Context: an optimization exercise on an open-source flow, tuned for small area. The choices shown serve that exercise and are no tape-out recipe. Where RTL was checked, it was by simulation tests only, not by an equivalence proof against the original. Power is estimated from default activity; no workload was simulated.

==> raven <==
==> flow/design.v (excerpt) <==
module test_lcd_ctrl(
    input wire clk, input wire rst, output wire redled, output wire dbg_l2, output wire dbg_l3, output wire dbg_l4,
    input wire pSetButton, input wire pAlarmButton, input wire pTimerToggle0, input wire pTimerToggle1,
    input wire pButton0, input wire pButton1, input wire pButton2,
    output wire RS, output wire E, output wire RW,
    output wire LCD_DB0,
    output wire LCD_DB1,
    output wire LCD_DB2,
    output wire LCD_DB3,
    output wire LCD_DB4,
    output wire LCD_DB5,
    output wire LCD_DB6,
    output wire LCD_DB7,
    output wire buzzer
);
    wire [6:0] pin = ~{pButton0, pButton1, pButton2, pSetButton, pAlarmButton, pTimerToggle0, pTimerToggle1};
    reg [3:0] bcnt;
    reg [6:0] smp;
    reg [6:0] rise;
    always @(posedge clk) begin
        if (rst) begin
            bcnt <= 4'd1; smp <= 0; rise <= 0;
        end else if (bcnt == 4'd7) begin
            bcnt <= 4'd1; smp <= pin; rise <= pin & ~smp;
        end else bcnt <= {bcnt[2:0], bcnt[3] ^ bcnt[2]};
    end
  ...
export LEC_CHECK = 0
export ABC_AREA = 1
export CAP_MARGIN = 10
export CORE_MARGIN = 2
export CORE_UTILIZATION = 65
export SLEW_MARGIN = 10
create_clock -name core_clock -period 10.0 [get_ports {clk}]
standard.sh (not shown) runs the stock make flow with config.mk's settings and CLKGATE_MAP_FILE= SYNTH_SCRIPT=/design/flow/synth_recipe.tcl, a recipe that flattens the netlist after the stock synthesis.
==> flow/flow/run.sh <==
#!/bin/bash
# Layout flow: the standard synthesis, then the combinational logic between
# the flip-flops re-mapped by ABC for area (flip-flops, their names and cells
# untouched; the result is proved equivalent before it is used), then the
# standard floorplan, placement, CTS (without dummy loads), routing and finish.
# Each tool's output goes to a log file of its own in this folder.
set -euo pipefail
W=$(pwd)
F=$W/flow
R=$W/orfs/results/${FLOW_PLATFORM}/test_lcd_ctrl/base
LIB=$FLOW_HOME/platforms/${FLOW_PLATFORM}/lib/sky130_fd_sc_hd__tt_025C_1v80.lib
YOSYS=$FLOW_HOME/../tools/install/yosys/bin/yosys
[[ -x $YOSYS ]] || YOSYS=$(command -v yosys)

bash standard.sh synth > $W/log_1_standard_synth.txt 2>&1

cp $R/1_2_yosys.v $W/synth_std.v
DU=""
for c in $(grep -oE "sky130_fd_sc_hd__(probe|lpflow)[a-z0-9_]*" $FLOW_HOME/platforms/${FLOW_PLATFORM}/config.mk | sort -u); do
  DU="$DU -dont_use $c"
done
echo "module sky130_fd_sc_hd__dfxtp_1(input CLK, input D, output Q); endmodule" > $W/ff_stub.v
cat > $W/resyn1.ys <<EOS
read_liberty -ignore_miss_func $LIB
read_verilog $W/synth_std.v
delete sky130_fd_sc_hd__dfxtp_1
read_verilog -lib $W/ff_stub.v
hierarchy -top $FLOW_TOP
flatten
opt -purge
abc -liberty $LIB $DU -script +strash;dc2;&get,-n;&deepsyn,-T,180;&put;dch,-f;&get,-n;&nf,-R,1000;&put;
opt_clean -purge
write_verilog -noattr -nohex -nodec $W/resyn_mid.v
EOS
cat > $W/resyn2.ys <<EOS
read_liberty -lib $LIB
read_verilog $W/resyn_mid.v
hierarchy -top $FLOW_TOP
splitnets
opt_clean -purge
hilomap -singleton -hicell sky130_fd_sc_hd__conb_1 HI -locell sky130_fd_sc_hd__conb_1 LO
insbuf -buf sky130_fd_sc_hd__buf_2 A X
check -assert -mapped
tee -o $W/resyn_stat.txt stat -liberty $LIB
write_verilog -noattr -nohex -nodec $W/synth_resyn.v
EOS
cat > $W/equiv.ys <<EOS
read_liberty -ignore_miss_func $LIB
read_verilog $W/std_cut.v
rename $FLOW_TOP gold
read_verilog $W/resyn_cut.v
rename $FLOW_TOP gate
hierarchy -check
flatten gold gate
opt_clean gold gate
miter -equiv -flatten -make_assert gold gate miter
hierarchy -top miter
sat -verify -prove-asserts miter
EOS
use=0
if $YOSYS -q $W/resyn1.ys > $W/log_2_resyn1.txt 2>&1 \
   && $YOSYS -q $W/resyn2.ys > $W/log_3_resyn2.txt 2>&1 \
   && python3 $F/cutff.py $W/synth_std.v $W/std_cut.v $W/ff_std.txt > $W/log_4_cut.txt 2>&1 \
   && python3 $F/cutff.py $W/synth_resyn.v $W/resyn_cut.v $W/ff_resyn.txt >> $W/log_4_cut.txt 2>&1 \
   && cmp -s $W/ff_std.txt $W/ff_resyn.txt \
   && [[ $(grep -c "sky130_fd_sc_hd__df" $W/synth_std.v) == $(grep -c "sky130_fd_sc_hd__df" $W/synth_resyn.v) ]] \
   && $YOSYS -q $W/equiv.ys > $W/log_5_equiv.txt 2>&1; then
  use=1
fi
echo "resynthesised netlist used: $use" | tee $W/log_6_choice.txt
if [[ $use == 1 ]]; then
  cp $W/synth_resyn.v $R/1_2_yosys.v
  rm -f $R/1_synth.odb $R/1_synth.sdc
fi

# CTS without dummy loads; the clustering settings are in cts_args.txt
export CTS_ARGS="$(cat $F/cts_args.txt)"
# every port still gets its own buffer, the smallest one
export BUFFER_PORTS_ARGS="-buffer_cell sky130_fd_sc_hd__buf_1"
bash standard.sh finish > $W/log_7_standard_finish.txt 2>&1
Other scripts of this flow, unchanged in this note and not shown: flow/flow/cts_args.txt, flow/flow/cutff.py
==> delta (differences from raven) <==
--- a/flow/design.v
+++ b/flow/design.v
@@ -145,17 +145,17 @@
                             th1 <= th1 - 1'b1;
                         end else th2 <= th2 - 1'b1;
                     end
                 end
             end
         end
     end
     wire norm = (cm == 2'd0) && (tm == 2'd0);
-    wire use_tmr = (tm == 2'd1) || (tm == 2'd2);
+    wire use_tmr = |tm;
     wire [7:0] h24 = use_tmr ? {2'b00, th1, th2} : (cm == 2'd2) ? {2'b00, as_h1, as_h2} : hr;
     wire [7:0] mm = use_tmr ? {1'b0, tm1, tm2} : (cm == 2'd2) ? {1'b0, as_m1, as_m2} : {1'b0, mi1, mi2};
     wire [7:0] ss = use_tmr ? {1'b0, ts1, ts2} : (cm == 2'd2) ? {1'b0, as_s1, as_s2} : {1'b0, se1, se2};
     wire am_pm = (hr > 8'h11) && norm;
     wire [5:0] hsub = hr[5:0] - ((hr[5:1] == 5'b10000) ? 6'h18 : 6'h12);
     wire [5:0] h12 = ((hr == 8'h00) || (hr == 8'h12)) ? 6'h12 : (am_pm ? hsub : hr[5:0]);
     wire [7:0] hh = (t12 && norm) ? {2'b00, h12} : h24;
     wire [12:0] ahm = {as_h1, as_h2, as_m1, as_m2};
@@ -248,17 +248,17 @@
     end
     reg [4:0] wcnt;
     reg ln;
     reg [3:0] pos;
     reg cmdf;
     reg sub, ib;
     reg rE, rRS;
     reg [7:0] rDB;
-    wire intr = (wcnt == 5'd0);
+    wire intr = (wcnt == 5'd1);
     wire [4:0] lp = {ln, pos};
     reg [8:0] ient;
     always @(*) begin
         case (lp)
             5'd0: ient = 9'h038;
             5'd1: ient = 9'h00c;
             5'd2: ient = 9'h006;
             5'd3: ient = 9'h040;
@@ -353,39 +353,39 @@
                 4'd7: chr = (scr == 3'd1) ? 8'h65 : (scr == 3'd2) ? 8'h65 : (scr == 3'd3) ? 8'h72 : 8'h65;
                 4'd8: chr = (scr == 3'd3) ? 8'h6d : (scr == 3'd4) ? 8'h72 : 8'h20;
                 default: chr = 8'h20;
             endcase
         end
     end
     always @(posedge clk) begin
         if (rst) begin
-            wcnt <= 5'd22; ln <= 0; pos <= 0; cmdf <= 0; sub <= 0; ib <= 0;
+            wcnt <= 5'd25; ln <= 0; pos <= 0; cmdf <= 0; sub <= 0; ib <= 0;
             rE <= 0; rRS <= 0; rDB <= 0;
         end else begin
             if (intr) begin
                 sub <= ~sub;
                 if (!ib) begin
                     if (sub && lp == 5'd20) begin
-                        ib <= 1; ln <= 0; pos <= 0; cmdf <= 1; wcnt <= 5'd21;
+                        ib <= 1; ln <= 0; pos <= 0; cmdf <= 1; wcnt <= 5'd19;
                     end else begin
                         if (sub) {ln, pos} <= lp + 1'b1;
-                        wcnt <= 5'd22;
+                        wcnt <= 5'd25;
                     end
                 end else begin
                     if (sub) begin
                         if (cmdf) cmdf <= 0;
                         else begin
                             {ln, pos} <= lp + 1'b1;
                             if (pos == 4'd15) cmdf <= 1;
                         end
                     end
-                    wcnt <= rRS ? 5'd9 : 5'd21;
+                    wcnt <= rRS ? 5'd23 : 5'd19;
                 end
-            end else wcnt <= wcnt - 1'b1;
+            end else wcnt <= {wcnt[3:0], wcnt[4] ^ wcnt[2]};
             if (sub) rE <= 0;
             else begin
                 rE <= 1;
                 {rRS, rDB} <= !ib ? ient : cmdf ? {2'b01, ln, 6'd0} : {1'b1, chr};
             end
         end
     end
     assign E = rE;
==> flow/config.mk (replaced) <==
export PLATFORM = sky130hd
export DESIGN_NAME = test_lcd_ctrl
export DESIGN_NICKNAME = test_lcd_ctrl
export VERILOG_FILES = /design/flow/design.v
export SDC_FILE = /design/flow/constraint.sdc
export NUM_CORES = 4
export LEC_CHECK = 0
export ABC_AREA = 1
export CAP_MARGIN = 0
export CORE_MARGIN = 2
export CORE_UTILIZATION = 75
export GPL_TIMING_DRIVEN = 0
export SLEW_MARGIN = 0
==> impl_metrics.yaml <==
run_status:
  status: "finished clean"
final_layout:
  final_cells: 1581
  multi_input_area_um2: 6180
sta:
  worst_slack_ps: 4901
yosys:
  syn_nets: 1359
floorplanning:
  die_x_um: 125.0
worst_hold_path:
  min_to: "rise[2]$_SDFFE_PP0P_"
  whs_path_depth: 1
routing:
  drtIter0Drc: 1455
  num_vias: 11020
power:
  total_power_uw: 1523
That was delta.
==> impl_metrics.yaml <==
yosys:
  syn_nets: 1375
routing:
  drtIter0Drc: 1119
  num_vias: 10770
  ant_nets: 0
run_status:
  status: "finished clean"
power:
  total_power_uw: 1515
floorplanning:
  die_x_um: 134.2
sta:
  worst_slack_ps: 5149
worst_hold_path:
  whs_path_depth: 2
final_layout:
  final_cells: 1638
That was raven.

* * *

==> job 869 <==
test_lcd_ctrl with an RTL version that a note above also has.
clock: 10.0 ns
lec_check: 0
abc_area: 1
cap_margin: 10
core_margin: 2
core_utilization: 85
slew_margin: 10
==> flow/flow/cts_args.txt <==
-sink_clustering_enable -repair_clock_nets -dont_use_dummy_load -sink_clustering_size 18 -sink_clustering_max_diameter 55 -buf_list {sky130_fd_sc_hd__clkbuf_8}
==> flow/flow/cutff.py <==
import re, sys
# cut dfxtp flops of a flat netlist into ports, keyed by instance name
src = open(sys.argv[1]).read()
pat = re.compile(r'sky130_fd_sc_hd__dfxtp_\d+\s+(\\\S+|\S+)\s*\(\s*\.CLK\(([^()]*)\),\s*\.D\(([^()]*)\),\s*\.Q\(([^()]*)\)\s*\);', re.S)
flops = {}
def rep(m):
    name, clk, d, q = m.group(1), m.group(2), m.group(3).strip(), m.group(4).strip()
    flops[name] = (d, q)
    return ''
body = pat.sub(rep, src)
names = sorted(flops)
idx = {n: i for i, n in enumerate(names)}
key = open(sys.argv[3], 'w') if len(sys.argv) > 3 else None
ports = []
decl = []
for n in names:
    i = idx[n]; d, q = flops[n]
    ports += ['ffq_%d' % i, 'ffd_%d' % i]
    decl.append('  input ffq_%d;\n  output ffd_%d;\n  assign %s = ffq_%d;\n  assign ffd_%d = %s ;\n' % (i, i, q, i, i, d))
    if key: key.write('%d %s\n' % (i, n))
m = re.search(r'module\s+test_lcd_ctrl\s*\(', body)
body = body[:m.end()] + ' ' + ', '.join(ports) + ', ' + body[m.end():]
e = body.index(');', m.end()) + 2
body = body[:e] + '\n' + ''.join(decl) + body[e:]
open(sys.argv[2], 'w').write(body)
print(len(names), 'flops cut')
Scripts as last shown in full above: flow/flow/run.sh
==> inputs of job 6595, as changes to job 869 <==
--- a/flow/design.v
+++ b/flow/design.v
@@ -146,15 +146,15 @@
                         end else th2 <= th2 - 1'b1;
                     end
                 end
             end
         end
     end
     wire norm = (cm == 2'd0) && (tm == 2'd0);
-    wire use_tmr = |tm;
+    wire use_tmr = (tm == 2'd1) || (tm == 2'd2);
     wire [7:0] h24 = use_tmr ? {2'b00, th1, th2} : (cm == 2'd2) ? {2'b00, as_h1, as_h2} : hr;
     wire [7:0] mm = use_tmr ? {1'b0, tm1, tm2} : (cm == 2'd2) ? {1'b0, as_m1, as_m2} : {1'b0, mi1, mi2};
     wire [7:0] ss = use_tmr ? {1'b0, ts1, ts2} : (cm == 2'd2) ? {1'b0, as_s1, as_s2} : {1'b0, se1, se2};
     wire am_pm = (hr > 8'h11) && norm;
     wire [5:0] hsub = hr[5:0] - ((hr[5:1] == 5'b10000) ? 6'h18 : 6'h12);
     wire [5:0] h12 = ((hr == 8'h00) || (hr == 8'h12)) ? 6'h12 : (am_pm ? hsub : hr[5:0]);
     wire [7:0] hh = (t12 && norm) ? {2'b00, h12} : h24;
@@ -249,15 +249,15 @@
     reg [4:0] wcnt;
     reg ln;
     reg [3:0] pos;
     reg cmdf;
     reg sub, ib;
     reg rE, rRS;
     reg [7:0] rDB;
-    wire intr = (wcnt == 5'd1);
+    wire intr = (wcnt == 5'd0);
     wire [4:0] lp = {ln, pos};
     reg [8:0] ient;
     always @(*) begin
         case (lp)
             5'd0: ient = 9'h038;
             5'd1: ient = 9'h00c;
             5'd2: ient = 9'h006;
@@ -275,15 +275,15 @@
             5'd14: ient = 9'h11f;
             5'd15: ient = 9'h111;
             5'd16: ient = 9'h11b;
             5'd17: ient = 9'h11b;
             5'd18: ient = 9'h11b;
             5'd19: ient = 9'h11f;
             5'd20: ient = 9'h11f;
-            default: ient = 9'hxxx;
+            default: ient = 9'h000;
         endcase
     end
     wire dlay = ln ? (scr == 3'd2) : (scr == 3'd0);
     wire t12l = t12 && (scr == 3'd0);
     wire [3:0] qd = pos - {3'd0, ln};
     wire [3:0] qt = pos + {3'd0, t12l};
     reg [7:0] wk0, wk1, wk2;
@@ -292,15 +292,15 @@
             3'd0: begin wk0 = 8'h53; wk1 = 8'h75; wk2 = 8'h6e; end
             3'd1: begin wk0 = 8'h4d; wk1 = 8'h6f; wk2 = 8'h6e; end
             3'd2: begin wk0 = 8'h54; wk1 = 8'h75; wk2 = 8'h65; end
             3'd3: begin wk0 = 8'h57; wk1 = 8'h65; wk2 = 8'h64; end
             3'd4: begin wk0 = 8'h54; wk1 = 8'h68; wk2 = 8'h75; end
             3'd5: begin wk0 = 8'h46; wk1 = 8'h72; wk2 = 8'h69; end
             3'd6: begin wk0 = 8'h53; wk1 = 8'h61; wk2 = 8'h74; end
-            default: begin wk0 = 8'hxx; wk1 = 8'hxx; wk2 = 8'hxx; end
+            default: begin wk0 = 8'h45; wk1 = 8'h45; wk2 = 8'h45; end
         endcase
     end
     reg [7:0] chr;
     always @(*) begin
         chr = 8'h20;
         if (dlay) begin
             case (qd)
@@ -354,37 +354,37 @@
                 4'd8: chr = (scr == 3'd3) ? 8'h6d : (scr == 3'd4) ? 8'h72 : 8'h20;
                 default: chr = 8'h20;
             endcase
         end
     end
     always @(posedge clk) begin
         if (rst) begin
-            wcnt <= 5'd25; ln <= 0; pos <= 0; cmdf <= 0; sub <= 0; ib <= 0;
+            wcnt <= 5'd22; ln <= 0; pos <= 0; cmdf <= 0; sub <= 0; ib <= 0;
             rE <= 0; rRS <= 0; rDB <= 0;
         end else begin
             if (intr) begin
                 sub <= ~sub;
                 if (!ib) begin
                     if (sub && lp == 5'd20) begin
-                        ib <= 1; ln <= 0; pos <= 0; cmdf <= 1; wcnt <= 5'd19;
+                        ib <= 1; ln <= 0; pos <= 0; cmdf <= 1; wcnt <= 5'd21;
                     end else begin
                         if (sub) {ln, pos} <= lp + 1'b1;
-                        wcnt <= 5'd25;
+                        wcnt <= 5'd22;
                     end
                 end else begin
                     if (sub) begin
                         if (cmdf) cmdf <= 0;
                         else begin
                             {ln, pos} <= lp + 1'b1;
                             if (pos == 4'd15) cmdf <= 1;
                         end
                     end
-                    wcnt <= rRS ? 5'd23 : 5'd19;
+                    wcnt <= rRS ? 5'd9 : 5'd21;
                 end
-            end else wcnt <= {wcnt[3:0], wcnt[4] ^ wcnt[2]};
+            end else wcnt <= wcnt - 1'b1;
             if (sub) rE <= 0;
             else begin
                 rE <= 1;
                 {rRS, rDB} <= !ib ? ient : cmdf ? {2'b01, ln, 6'd0} : {1'b1, chr};
             end
         end
     end
==> flow/flow/cts_args.txt (replaced) <==
-sink_clustering_enable -repair_clock_nets -dont_use_dummy_load -sink_clustering_size 20 -sink_clustering_max_diameter 60 -buf_list {sky130_fd_sc_hd__clkbuf_8}
--- a/flow/config.mk
+++ b/flow/config.mk
@@ -4,9 +4,9 @@
 export VERILOG_FILES = /design/flow/design.v
 export SDC_FILE = /design/flow/constraint.sdc
 export NUM_CORES = 4
 export LEC_CHECK = 0
 export ABC_AREA = 1
 export CAP_MARGIN = 10
 export CORE_MARGIN = 2
-export CORE_UTILIZATION = 85
+export CORE_UTILIZATION = 65
 export SLEW_MARGIN = 10
==> inputs of job 4178, as changes to job 869 <==
--- a/flow/design.v
+++ b/flow/design.v
@@ -60,16 +60,18 @@
     end
     assign redled = alm_en;
     assign dbg_l2 = tmr_en;
     assign dbg_l3 = tm[0];
     assign dbg_l4 = tm[1];
     reg [2:0] scr;
     always @(posedge clk) begin
-        if (tm == 2'd0) scr <= (cm == 2'd0) ? 3'd0 : (cm == 2'd1) ? 3'd1 : (cm == 2'd3) ? 3'd2 : 3'd3;
-        else scr <= tm[1] ? 3'd5 : 3'd4;
+        if (rst) scr <= 0;
+        else if (tm == 2'd0) scr <= (cm == 2'd0) ? 3'd0 : (cm == 2'd1) ? 3'd1 : (cm == 2'd3) ? 3'd2 : 3'd3;
+        else if (tm == 2'd1) scr <= 3'd4;
+        else if (tm == 2'd2) scr <= 3'd5;
     end
     wire was_set = (scr != 3'd0);
     reg [9:0] dcnt;
     always @(posedge clk) begin
         if (rst || dcnt == 10'd982) dcnt <= 10'd1;
         else dcnt <= {dcnt[8:0], dcnt[9] ^ dcnt[6]};
     end
@@ -146,28 +148,32 @@
                         end else th2 <= th2 - 1'b1;
                     end
                 end
             end
         end
     end
     wire norm = (cm == 2'd0) && (tm == 2'd0);
-    wire use_tmr = |tm;
+    wire use_tmr = (tm == 2'd1) || (tm == 2'd2);
     wire [7:0] h24 = use_tmr ? {2'b00, th1, th2} : (cm == 2'd2) ? {2'b00, as_h1, as_h2} : hr;
     wire [7:0] mm = use_tmr ? {1'b0, tm1, tm2} : (cm == 2'd2) ? {1'b0, as_m1, as_m2} : {1'b0, mi1, mi2};
     wire [7:0] ss = use_tmr ? {1'b0, ts1, ts2} : (cm == 2'd2) ? {1'b0, as_s1, as_s2} : {1'b0, se1, se2};
     wire am_pm = (hr > 8'h11) && norm;
     wire [5:0] hsub = hr[5:0] - ((hr[5:1] == 5'b10000) ? 6'h18 : 6'h12);
     wire [5:0] h12 = ((hr == 8'h00) || (hr == 8'h12)) ? 6'h12 : (am_pm ? hsub : hr[5:0]);
     wire [7:0] hh = (t12 && norm) ? {2'b00, h12} : h24;
     wire [12:0] ahm = {as_h1, as_h2, as_m1, as_m2};
     reg chg;
     reg ring;
     always @(posedge clk) begin
-        chg <= was_set ? ((b1 | b2) & !as_st[1]) : (ahm != 13'd0);
-        ring <= (cm == 2'd2 && tm == 2'd0 && was_set) ? !chg : ({hh, mm} == {2'b00, as_h1, as_h2, 1'b0, as_m1, as_m2});
+        if (rst) begin
+            chg <= 0; ring <= 0;
+        end else begin
+            chg <= was_set ? ((b1 | b2) & !as_st[1]) : (ahm != 13'd0);
+            ring <= (cm == 2'd2 && tm == 2'd0 && was_set) ? !chg : ({hh, mm} == {2'b00, as_h1, as_h2, 1'b0, as_m1, as_m2});
+        end
     end
     assign buzzer = (ring && alm_en) || (tbuz && tmr_en);
     reg [1:0] dst;
     reg [1:0] sd_d1; reg [3:0] sd_d2; reg [1:0] sd_m1; reg [3:0] sd_m2; reg [3:0] sd_y1; reg [3:0] sd_y2; reg [2:0] sd_wd;
     wire dset = (cm == 2'd3);
     wire dclr = (scr != 3'd2);
     always @(posedge clk) begin
@@ -198,30 +204,28 @@
                     if (b3) dst <= 2'd0;
                 end
             endcase
         end
     end
     reg [5:0] day; reg [7:0] mon; reg [7:0] yr; reg [2:0] wd;
     reg p23, pd1, pm1, nday;
-    always @(posedge clk) begin
-        pd1 <= (day == 6'h01);
-        pm1 <= (mon == 8'h01);
-    end
     wire nmon = (day == 6'h01) && !pd1;
     wire nyr = (mon == 8'h01) && !pm1;
     wire feb = (mon == 8'h02);
     wire m30 = (mon[7:5] == 3'd0) && ((mon[4:3] == 2'b00) ^ mon[0]);
     wire m31 = (mon[7:5] == 3'd0) && !m30;
     always @(posedge clk) begin
         if (rst) begin
-            nday <= 0; p23 <= 0;
+            nday <= 0; p23 <= 0; pd1 <= 0; pm1 <= 0;
             day <= 0; mon <= 0; yr <= 0; wd <= 0;
         end else begin
             nday <= (hr == 8'h00) && p23;
             p23 <= (hr == 8'h23);
+            pd1 <= (day == 6'h01);
+            pm1 <= (mon == 8'h01);
             if (dset) begin
                 yr <= {sd_y1, sd_y2}; mon <= {2'b00, sd_m1, sd_m2}; day <= {sd_d1, sd_d2}; wd <= sd_wd;
             end else begin
                 if (nyr) begin
                     if (yr[3:0] == 4'h9) yr <= {yr[7:4] + 4'h1, 4'h0};
                     else yr <= yr + 1'b1;
                 end
@@ -249,15 +253,15 @@
     reg [4:0] wcnt;
     reg ln;
     reg [3:0] pos;
     reg cmdf;
     reg sub, ib;
     reg rE, rRS;
     reg [7:0] rDB;
-    wire intr = (wcnt == 5'd1);
+    wire intr = (wcnt == 5'd0);
     wire [4:0] lp = {ln, pos};
     reg [8:0] ient;
     always @(*) begin
         case (lp)
             5'd0: ient = 9'h038;
             5'd1: ient = 9'h00c;
             5'd2: ient = 9'h006;
@@ -275,15 +279,15 @@
             5'd14: ient = 9'h11f;
             5'd15: ient = 9'h111;
             5'd16: ient = 9'h11b;
             5'd17: ient = 9'h11b;
             5'd18: ient = 9'h11b;
             5'd19: ient = 9'h11f;
             5'd20: ient = 9'h11f;
-            default: ient = 9'hxxx;
+            default: ient = 9'h000;
         endcase
     end
     wire dlay = ln ? (scr == 3'd2) : (scr == 3'd0);
     wire t12l = t12 && (scr == 3'd0);
     wire [3:0] qd = pos - {3'd0, ln};
     wire [3:0] qt = pos + {3'd0, t12l};
     reg [7:0] wk0, wk1, wk2;
@@ -292,15 +296,15 @@
             3'd0: begin wk0 = 8'h53; wk1 = 8'h75; wk2 = 8'h6e; end
             3'd1: begin wk0 = 8'h4d; wk1 = 8'h6f; wk2 = 8'h6e; end
             3'd2: begin wk0 = 8'h54; wk1 = 8'h75; wk2 = 8'h65; end
             3'd3: begin wk0 = 8'h57; wk1 = 8'h65; wk2 = 8'h64; end
             3'd4: begin wk0 = 8'h54; wk1 = 8'h68; wk2 = 8'h75; end
             3'd5: begin wk0 = 8'h46; wk1 = 8'h72; wk2 = 8'h69; end
             3'd6: begin wk0 = 8'h53; wk1 = 8'h61; wk2 = 8'h74; end
-            default: begin wk0 = 8'hxx; wk1 = 8'hxx; wk2 = 8'hxx; end
+            default: begin wk0 = 8'h45; wk1 = 8'h45; wk2 = 8'h45; end
         endcase
     end
     reg [7:0] chr;
     always @(*) begin
         chr = 8'h20;
         if (dlay) begin
             case (qd)
@@ -354,37 +358,37 @@
                 4'd8: chr = (scr == 3'd3) ? 8'h6d : (scr == 3'd4) ? 8'h72 : 8'h20;
                 default: chr = 8'h20;
             endcase
         end
     end
     always @(posedge clk) begin
         if (rst) begin
-            wcnt <= 5'd25; ln <= 0; pos <= 0; cmdf <= 0; sub <= 0; ib <= 0;
+            wcnt <= 5'd22; ln <= 0; pos <= 0; cmdf <= 0; sub <= 0; ib <= 0;
             rE <= 0; rRS <= 0; rDB <= 0;
         end else begin
             if (intr) begin
                 sub <= ~sub;
                 if (!ib) begin
                     if (sub && lp == 5'd20) begin
-                        ib <= 1; ln <= 0; pos <= 0; cmdf <= 1; wcnt <= 5'd19;
+                        ib <= 1; ln <= 0; pos <= 0; cmdf <= 1; wcnt <= 5'd21;
                     end else begin
                         if (sub) {ln, pos} <= lp + 1'b1;
-                        wcnt <= 5'd25;
+                        wcnt <= 5'd22;
                     end
                 end else begin
                     if (sub) begin
                         if (cmdf) cmdf <= 0;
                         else begin
                             {ln, pos} <= lp + 1'b1;
                             if (pos == 4'd15) cmdf <= 1;
                         end
                     end
-                    wcnt <= rRS ? 5'd23 : 5'd19;
+                    wcnt <= rRS ? 5'd9 : 5'd21;
                 end
-            end else wcnt <= {wcnt[3:0], wcnt[4] ^ wcnt[2]};
+            end else wcnt <= wcnt - 1'b1;
             if (sub) rE <= 0;
             else begin
                 rE <= 1;
                 {rRS, rDB} <= !ib ? ient : cmdf ? {2'b01, ln, 6'd0} : {1'b1, chr};
             end
         end
     end
@@ -400,39 +404,32 @@
     input wire ld, input wire [12:0] ldv,
     output reg [1:0] st,
     output reg [1:0] h1, output reg [3:0] h2,
     output reg [2:0] m1, output reg [3:0] m2,
     output reg [2:0] s1, output reg [3:0] s2
 );
     always @(posedge clk) begin
-        if (upd && first && !ld) st <= 0;
-        else if (upd && !ld) begin
-            case (st)
-                2'd0: if (i3) st <= 2'd1;
-                2'd1: if (i3) st <= 2'd2;
-                default: if (i3) st <= 2'd0;
-            endcase
-        end
-    end
-    always @(posedge clk) begin
         if (rst || (upd && first && !ld)) begin
-            h1 <= 0; h2 <= 0; m1 <= 0; m2 <= 0; s1 <= 0; s2 <= 0;
+            st <= 0; h1 <= 0; h2 <= 0; m1 <= 0; m2 <= 0; s1 <= 0; s2 <= 0;
         end else if (ld) begin
             {h1, h2, m1, m2} <= ldv;
         end else if (upd) begin
             case (st)
                 2'd0: begin
                     if (i1) h1 <= (h1 == 2'd2) ? 2'd0 : h1 + 1'b1;
                     if (i2) h2 <= (h2 == 4'd9) ? 4'd0 : h2 + 1'b1;
+                    if (i3) st <= 2'd1;
                 end
                 2'd1: begin
                     if (i1) m1 <= (m1 == 3'd5) ? 3'd0 : m1 + 1'b1;
                     if (i2) m2 <= (m2 == 4'd9) ? 4'd0 : m2 + 1'b1;
+                    if (i3) st <= 2'd2;
                 end
                 default: begin
                     if (i1) s1 <= (s1 == 3'd5) ? 3'd0 : s1 + 1'b1;
                     if (i2) s2 <= (s2 == 4'd9) ? 4'd0 : s2 + 1'b1;
+                    if (i3) st <= 2'd0;
                 end
             endcase
         end
     end
 endmodule
--- a/flow/flow/run.sh
+++ b/flow/flow/run.sh
@@ -24,15 +24,15 @@
 read_liberty -ignore_miss_func $LIB
 read_verilog $W/synth_std.v
 delete sky130_fd_sc_hd__dfxtp_1
 read_verilog -lib $W/ff_stub.v
 hierarchy -top $FLOW_TOP
 flatten
 opt -purge
-abc -liberty $LIB $DU -script +strash;dc2;&get,-n;&deepsyn,-T,180;&put;dch,-f;&get,-n;&nf,-R,1000;&put;
+abc -liberty $LIB $DU -script +strash;&get,-n;&deepsyn,-T,${DEEPSYN_T:-60};&put;dch,-f;map,-a;
 opt_clean -purge
 write_verilog -noattr -nohex -nodec $W/resyn_mid.v
 EOS
 cat > $W/resyn2.ys <<EOS
 read_liberty -lib $LIB
 read_verilog $W/resyn_mid.v
 hierarchy -top $FLOW_TOP
@@ -71,10 +71,8 @@
 if [[ $use == 1 ]]; then
   cp $W/synth_resyn.v $R/1_2_yosys.v
   rm -f $R/1_synth.odb $R/1_synth.sdc
 fi
 
 # CTS without dummy loads; the clustering settings are in cts_args.txt
 export CTS_ARGS="$(cat $F/cts_args.txt)"
-# every port still gets its own buffer, the smallest one
-export BUFFER_PORTS_ARGS="-buffer_cell sky130_fd_sc_hd__buf_1"
 bash standard.sh finish > $W/log_7_standard_finish.txt 2>&1
==> flow/flow/cts_args.txt (replaced) <==
-sink_clustering_enable -repair_clock_nets -dont_use_dummy_load -sink_clustering_size 16 -sink_clustering_max_diameter 50 -buf_list {sky130_fd_sc_hd__clkbuf_8}
==> flow/config.mk (replaced) <==
export PLATFORM = sky130hd
export DESIGN_NAME = test_lcd_ctrl
export DESIGN_NICKNAME = test_lcd_ctrl
export VERILOG_FILES = /design/flow/design.v
export SDC_FILE = /design/flow/constraint.sdc
export NUM_CORES = 4
export LEC_CHECK = 0
export ABC_AREA = 1
export CAP_MARGIN = 20
export CORE_MARGIN = 2
export CORE_UTILIZATION = 65
export SLEW_MARGIN = 20
==> inputs of job 2527, as changes to job 869 <==
==> flow/flow/cts_args.txt (replaced) <==
-sink_clustering_enable -repair_clock_nets -dont_use_dummy_load -sink_clustering_size 12 -sink_clustering_max_diameter 45 -buf_list {sky130_fd_sc_hd__clkbuf_4 sky130_fd_sc_hd__clkbuf_8}
--- a/flow/config.mk
+++ b/flow/config.mk
@@ -4,9 +4,9 @@
 export VERILOG_FILES = /design/flow/design.v
 export SDC_FILE = /design/flow/constraint.sdc
 export NUM_CORES = 4
 export LEC_CHECK = 0
 export ABC_AREA = 1
 export CAP_MARGIN = 10
 export CORE_MARGIN = 2
-export CORE_UTILIZATION = 85
+export CORE_UTILIZATION = 75
 export SLEW_MARGIN = 10
==> comparison table <==
Worst Reg2Reg Path Length in Cells: job 2527 12; job 869 -; job 4178 22; job 6595 18
Starting DRT DRC Count: job 2527 1486; job 869 -; job 4178 1237; job 6595 1229
Maximum number of pins on one net before global-route repair: job 2527 58; job 869 -; job 4178 33; job 6595 54
Post-synthesis instance area: job 2527 11000 um2; job 869 11000 um2; job 4178 11400 um2; job 6595 11100 um2
Result of the run: job 2527 complete, no violations; job 869 stopped before the end; job 4178 complete, no violations; job 6595 complete, no violations
Last stage reached: job 2527 -; job 869 global placement without I/O; job 4178 -; job 6595 -
Period Utilization, post-route: job 2527 0.488; job 869 -; job 4178 0.530; job 6595 0.549
Wire length of the first global-routing pass: job 2527 50.3 mm; job 869 -; job 4178 55.2 mm; job 6595 48.5 mm
Critical Path Source Type: job 2527 flop; job 869 -; job 4178 input pin; job 6595 flop
Worst min path class: job 2527 flop to flop; job 869 -; job 4178 flop to flop; job 6595 flop to flop
Drt wl/cell: job 2527 19.3 um; job 869 -; job 4178 17.5 um; job 6595 18.5 um
TritonCTS sink count: job 2527 234; job 869 -; job 4178 234; job 6595 234
Share of final-layout standard cells stronger than drive strength 1: job 2527 0.0311; job 869 -; job 4178 0.0224; job 6595 0.0210
Worst Hold Path EP: job 2527 rDB[5]$_SDFFE_PP0N_; job 869 -; job 4178 dcnt[2]$_SDFF_PP0_; job 6595 yr[4]$_SDFFE_PP0P_
Clock-net power: job 2527 0.552 mW; job 869 -; job 4178 0.520 mW; job 6595 0.436 mW
Function not checked in job 6595: the RTL went through the layout flow alone.

-- re-timing with driven ports --
The flow's constraints put no driver on any port. The routed layouts listed below were extracted and timed again, unchanged, in two steps. Step 1 (the two cells are an assumption about what drives the block):
set clk [get_ports {clk}]
set_driving_cell -lib_cell sky130_fd_sc_hd__clkbuf_16 $clk
set_driving_cell -lib_cell sky130_fd_sc_hd__buf_2 [delete_from_list [all_inputs] $clk]
Step 2 also shifts input and output timing later by t, the mid clock arrival at the registers, as if the neighbouring blocks saw the same clock. Three values: ideal, step 1, step 2; two values: the first two.
run | shift t [ns] | setup slack, ns | latest minus earliest clock arrival (ns) | worst data-port slew with drivers (ns)
raven | 0.564 | 5.149 / 5.149 / 4.777 | 0.050 / 0.050 | 0.03
delta | 0.563 | 4.901 / 4.901 / 4.901 | 0.105 / 0.106 | 0.03
job 6595 | 0.543 | 4.506 / 4.506 / 4.506 | 0.062 / 0.062 | 0.04
job 4178 | 0.578 | 4.697 / 4.717 / 4.139 | 0.101 / 0.100 | 0.07
job 2527 | 0.596 | 5.120 / 5.120 / 5.120 | 0.062 / 0.062 | 0.03
After both steps every run listed still meets setup and hold. The setup slack of job 4178, which loses most, moves by +0.020 ns with the drivers and by -0.558 ns with both steps.
